Source: an optimization exercise on an open RTL-to-GDS flow (aim: small area). Production flows keep margins and buffers that such runs may drop.
Only simulation tests tie the RTL to the original design; equivalence was not proved.
Power figures rest on the tool's default switching activity, not on a simulated workload.

==> flow/design.v <==
`timescale 1ns / 1ps
module ipmb_watchdog # (
   parameter integer TIMEOUT = 5000
)
(
    input clk,
    input rst,
    output [29:0] gpio_0,
    output [31:0] gpio_1,
    input [1:0] scl_i_in,
    input [1:0] scl_t_in,
    input [1:0] sda_i_in,
    input [1:0] sda_t_in,
    input [1:0] sv_scl_o,
    input [1:0] sv_scl_t,
    input ms_scl_o,
    input ms_scl_t,
    input [1:0] sv_sda_o,
    input [1:0] sv_sda_t,
    input ms_sda_o,
    input ms_sda_t
);
    localparam [12:0] MATCH_MSK = 13'h07fe;
    localparam [12:0] MATCH_VAL = 13'h06be;
    wire [19:0] x = {ms_sda_t, ms_sda_o, sv_sda_t[1], sv_sda_o[1], sv_sda_t[0], sv_sda_o[0],
                     ms_scl_t, ms_scl_o, sv_scl_t[1], sv_scl_o[1], sv_scl_t[0], sv_scl_o[0],
                     sda_t_in[1], sda_i_in[1], sda_t_in[0], sda_i_in[0],
                     scl_t_in[1], scl_i_in[1], scl_t_in[0], scl_i_in[0]};
    reg  [12:0] cnt [0:19];
    reg  [19:0] sflag;      
    wire [19:0] hit;        
    wire [19:0] ev;         
    genvar i, j;
    generate
        for (i = 0; i < 20; i = i + 1) begin : g_single
            assign hit[i] = (cnt[i] & MATCH_MSK) == MATCH_VAL;
            assign ev[i]  = ~x[i] & hit[i];
            always @(posedge clk) begin
                if (rst | x[i] | hit[i])
                    cnt[i] <= 13'd0;
                else
                    cnt[i] <= {~cnt[i][11:0], cnt[i][12] ^ cnt[i][2]};
                if (rst)
                    sflag[i] <= 1'b1;
                else if (ev[i])
                    sflag[i] <= 1'b0;
            end
        end
    endgenerate
    reg  [9:0] sel;         
    wire [9:0] pev;         
    reg  [9:4] pflag;       
    reg  [7:0] gcnt [0:3];
    generate
        for (i = 0; i < 10; i = i + 1) begin : g_pair
            assign pev[i] = ~x[2*i] & ~x[2*i+1] & (sel[i] ? hit[2*i] : hit[2*i+1]);
            always @(posedge clk) begin
                if (rst)
                    sel[i] <= 1'b1;
                else
                    sel[i] <= x[2*i] | (~x[2*i+1] & sel[i]);
            end
            if (i < 4) begin : g_cnt
                wire [8:0] k;
                assign k[0] = pev[i] & ~&gcnt[i];
                for (j = 0; j < 8; j = j + 1) begin : g_k
                    assign k[j+1] = k[j] & gcnt[i][j];
                end
                always @(posedge clk) begin
                    if (rst)
                        gcnt[i] <= 8'd0;
                    else
                        gcnt[i] <= gcnt[i] ^ k[7:0];
                end
            end else begin : g_flag
                always @(posedge clk) begin
                    if (rst)
                        pflag[i] <= 1'b1;
                    else if (pev[i])
                        pflag[i] <= 1'b0;
                end
            end
        end
    endgenerate
    wire [3:0] cflag;
    assign cflag[0] = ~|gcnt[0];
    assign cflag[1] = ~|gcnt[1];
    assign cflag[2] = ~|gcnt[2];
    assign cflag[3] = ~|gcnt[3];
    assign gpio_0 = {pflag[9:7], sflag[19:14], pflag[6:4], sflag[13:8],
                     cflag[3:2], sflag[7:4], cflag[1:0], sflag[3:0]};
    assign gpio_1 = {gcnt[3], gcnt[2], gcnt[1], gcnt[0]};
endmodule
==> flow/config.mk <==
export PLATFORM = sky130hd
export DESIGN_NAME = ipmb_watchdog
export DESIGN_NICKNAME = ipmb_watchdog
export VERILOG_FILES = /design/flow/design.v
export SDC_FILE = /design/flow/constraint.sdc
export NUM_CORES = 4
export LEC_CHECK = 0
export ABC_AREA = 1
export CAP_MARGIN = 0
export CORE_MARGIN = 2
export CORE_UTILIZATION = 70
export GPL_ROUTABILITY_DRIVEN = 0
export GPL_TIMING_DRIVEN = 0
export PLACE_DENSITY = 0.8
export SLEW_MARGIN = 0
==> flow/constraint.sdc <==
create_clock -name core_clock -period 10.0 [get_ports {clk}]
set_input_delay 2.0000 -clock core_clock [delete_from_list [all_inputs] [get_ports {clk}]]
set_output_delay 2.0000 -clock core_clock [all_outputs]
set_load 0.01 [all_outputs]
standard.sh (not shown) runs the stock make flow with config.mk's settings and CLKGATE_MAP_FILE= SYNTH_SCRIPT=/design/flow/synth_recipe.tcl, a recipe that flattens the netlist after the stock synthesis.
==> flow/flow/run.sh <==
#!/bin/bash
# Standard ORFS layout, with small port buffers, a lighter clock tree, and
# synthesis cells brought to their smallest drive strength before floorplanning.
set -euo pipefail
here=$(pwd)
export PRE_FLOORPLAN_TCL="$here/flow/downsize.tcl"
export BUFFER_PORTS_ARGS="-buffer_cell sky130_fd_sc_hd__buf_1"
export CTS_ARGS="-sink_clustering_enable -repair_clock_nets -dont_use_dummy_load -buf_list {sky130_fd_sc_hd__clkbuf_4} -root_buf sky130_fd_sc_hd__clkbuf_4 -sink_clustering_size 12 -sink_clustering_max_diameter 45"
bash standard.sh finish > flow_make.log 2>&1
==> flow/flow/downsize.tcl <==
# Run before floorplanning, on the standard synthesis netlist. Registers are
# left as they are; only the combinational cells change.
set_dont_use $::env(DONT_USE_CELLS)

# drop synthesis buffers, then re-map the combinational logic for area
remove_buffers
file mkdir $::env(OBJECTS_DIR)/rmp
restructure -liberty_file [lindex $::env(LIB_FILES) 0] -target area \
  -tielo_port [join $::env(TIELO_CELL_AND_PORT) /] \
  -tiehi_port [join $::env(TIEHI_CELL_AND_PORT) /] \
  -work_dir $::env(OBJECTS_DIR)/rmp
report_design_area

# Give every combinational cell the smallest drive strength of its function
# (timing has several ns of slack; repair_design re-buffers any net that needs it).
set n 0
set saved 0.0
foreach inst [get_cells *] {
  set master [get_property $inst ref_name]
  if { ![regexp {^(sky130_fd_sc_hd__[a-z0-9]+)_([0-9]+)$} $master -> base drv] } { continue }
  if { [string match "*__df*" $base] || [string match "*__sdf*" $base] || [string match "*__edf*" $base] } { continue }
  if { [string match "*__conb*" $base] || [string match "*tap*" $base] || [string match "*__clk*" $base] } { continue }
  set best ""
  set best_area [get_property [get_lib_cells */$master] area]
  foreach d {0 1 2} {
    if { $d >= $drv } { break }
    set cand [get_lib_cells -quiet */${base}_$d]
    if { [llength $cand] == 0 } { continue }
    if { [get_property $cand dont_use] } { continue }
    set a [get_property $cand area]
    if { $a < $best_area } { set best ${base}_$d; set best_area $a }
  }
  if { $best ne "" } {
    set saved [expr { $saved + [get_property [get_lib_cells */$master] area] - $best_area }]
    replace_cell $inst [get_lib_cells */$best]
    incr n
  }
}
puts "downsize: resized $n cells, saving [format %.1f $saved] um2"
report_design_area
Change:
==> flow/flow/run.sh (replaced) <==
#!/bin/bash
# Standard ORFS layout, with small port buffers, a lighter clock tree, and
# synthesis cells brought to their smallest drive strength before floorplanning.
set -euo pipefail
here=$(pwd)
export PRE_FLOORPLAN_TCL="$here/flow/downsize.tcl"
export BUFFER_PORTS_ARGS="-buffer_cell sky130_fd_sc_hd__buf_1"
export CTS_ARGS="-sink_clustering_enable -repair_clock_nets -dont_use_dummy_load -buf_list {sky130_fd_sc_hd__clkbuf_4} -root_buf sky130_fd_sc_hd__clkbuf_8 -sink_clustering_size 11 -sink_clustering_max_diameter 35"
bash standard.sh finish > flow_make.log 2>&1
--- a/flow/flow/downsize.tcl
+++ b/flow/flow/downsize.tcl
@@ -1,15 +1,3 @@
-# Run before floorplanning, on the standard synthesis netlist. Registers are
-# left as they are; only the combinational cells change.
 set_dont_use $::env(DONT_USE_CELLS)
-
-# drop synthesis buffers, then re-map the combinational logic for area
-remove_buffers
-file mkdir $::env(OBJECTS_DIR)/rmp
-restructure -liberty_file [lindex $::env(LIB_FILES) 0] -target area \
-  -tielo_port [join $::env(TIELO_CELL_AND_PORT) /] \
-  -tiehi_port [join $::env(TIEHI_CELL_AND_PORT) /] \
-  -work_dir $::env(OBJECTS_DIR)/rmp
-report_design_area
-
 # Give every combinational cell the smallest drive strength of its function
 # (timing has several ns of slack; repair_design re-buffers any net that needs it).
@@ -38,3 +26,3 @@
 }
 puts "downsize: resized $n cells, saving [format %.1f $saved] um2"
-report_design_area
+remove_buffers
Settings changed: ABC_AREA 1 to unset, CAP_MARGIN 0 to 20, CORE_UTILIZATION 70 to 85, GPL_ROUTABILITY_DRIVEN 0 to unset, GPL_TIMING_DRIVEN 0 to unset, PLACE_DENSITY 0.8 to 0.92, SLEW_MARGIN 0 to 20.
Via count climbs by 6.3%.
Global-route usage climbs by 13 points.
Synthesized cell count drops by 5.6%.
Wire length climbs by 36%.
Power climbs by 5.1%.
Final cell count drops by 6.3%.
Clock skew climbs by 0.0086 ns.
Die area drops by 15%.
Clock-buffer cell count climbs by 8.
Change:
Settings changed: CORE_UTILIZATION 85 to 70, PLACE_DENSITY 0.92 to 0.8.
After rerunning: The changed run completed with no timing, DRC or antenna violations; wire length went down by 31%; worst hold slack degrades by 0.021 ns; synthesized cell count does not change; register-to-register slack improves by 0.36 ns; global-route usage went down by 14 points; die area went up by 21%.

-- port drivers added, routing unchanged --
How much do the figures lean on ideal ports? The routed layouts below were timed once more, with nothing changed but the port constraints.
Step 1 sets driving cells, clkbuf_16 on the clock port and buf_2 on the other inputs (assumed; they add their load-dependent delay and slew).
Step 2 adds t to the input delays and takes it off the output delays; t is the mean of the earliest and latest rising clock arrival at the registers after step 1. Input paths then give back, and output paths get back, about the clock's delay inside the block.
a / b / c = ideal ports / drivers / drivers and shift; a / b = the first two.
run	t (ns)	slack for setup (ns)	hold WS [ns]	cell pins on the clock port's net
the first run	0.698	5.984 / 5.946 / 5.537	0.376 / 0.376 / 0.376	1
the second run	0.537	6.221 / 6.186 / 6.004	0.357 / 0.357 / 0.357	1
the third run	0.544	6.322 / 6.284 / 6.111	0.336 / 0.336 / 0.336	1
After both steps setup and hold are still met in every run listed. For the first run, which loses most, drivers alone change the setup slack by -0.038 ns; drivers and shift together by -0.447 ns.
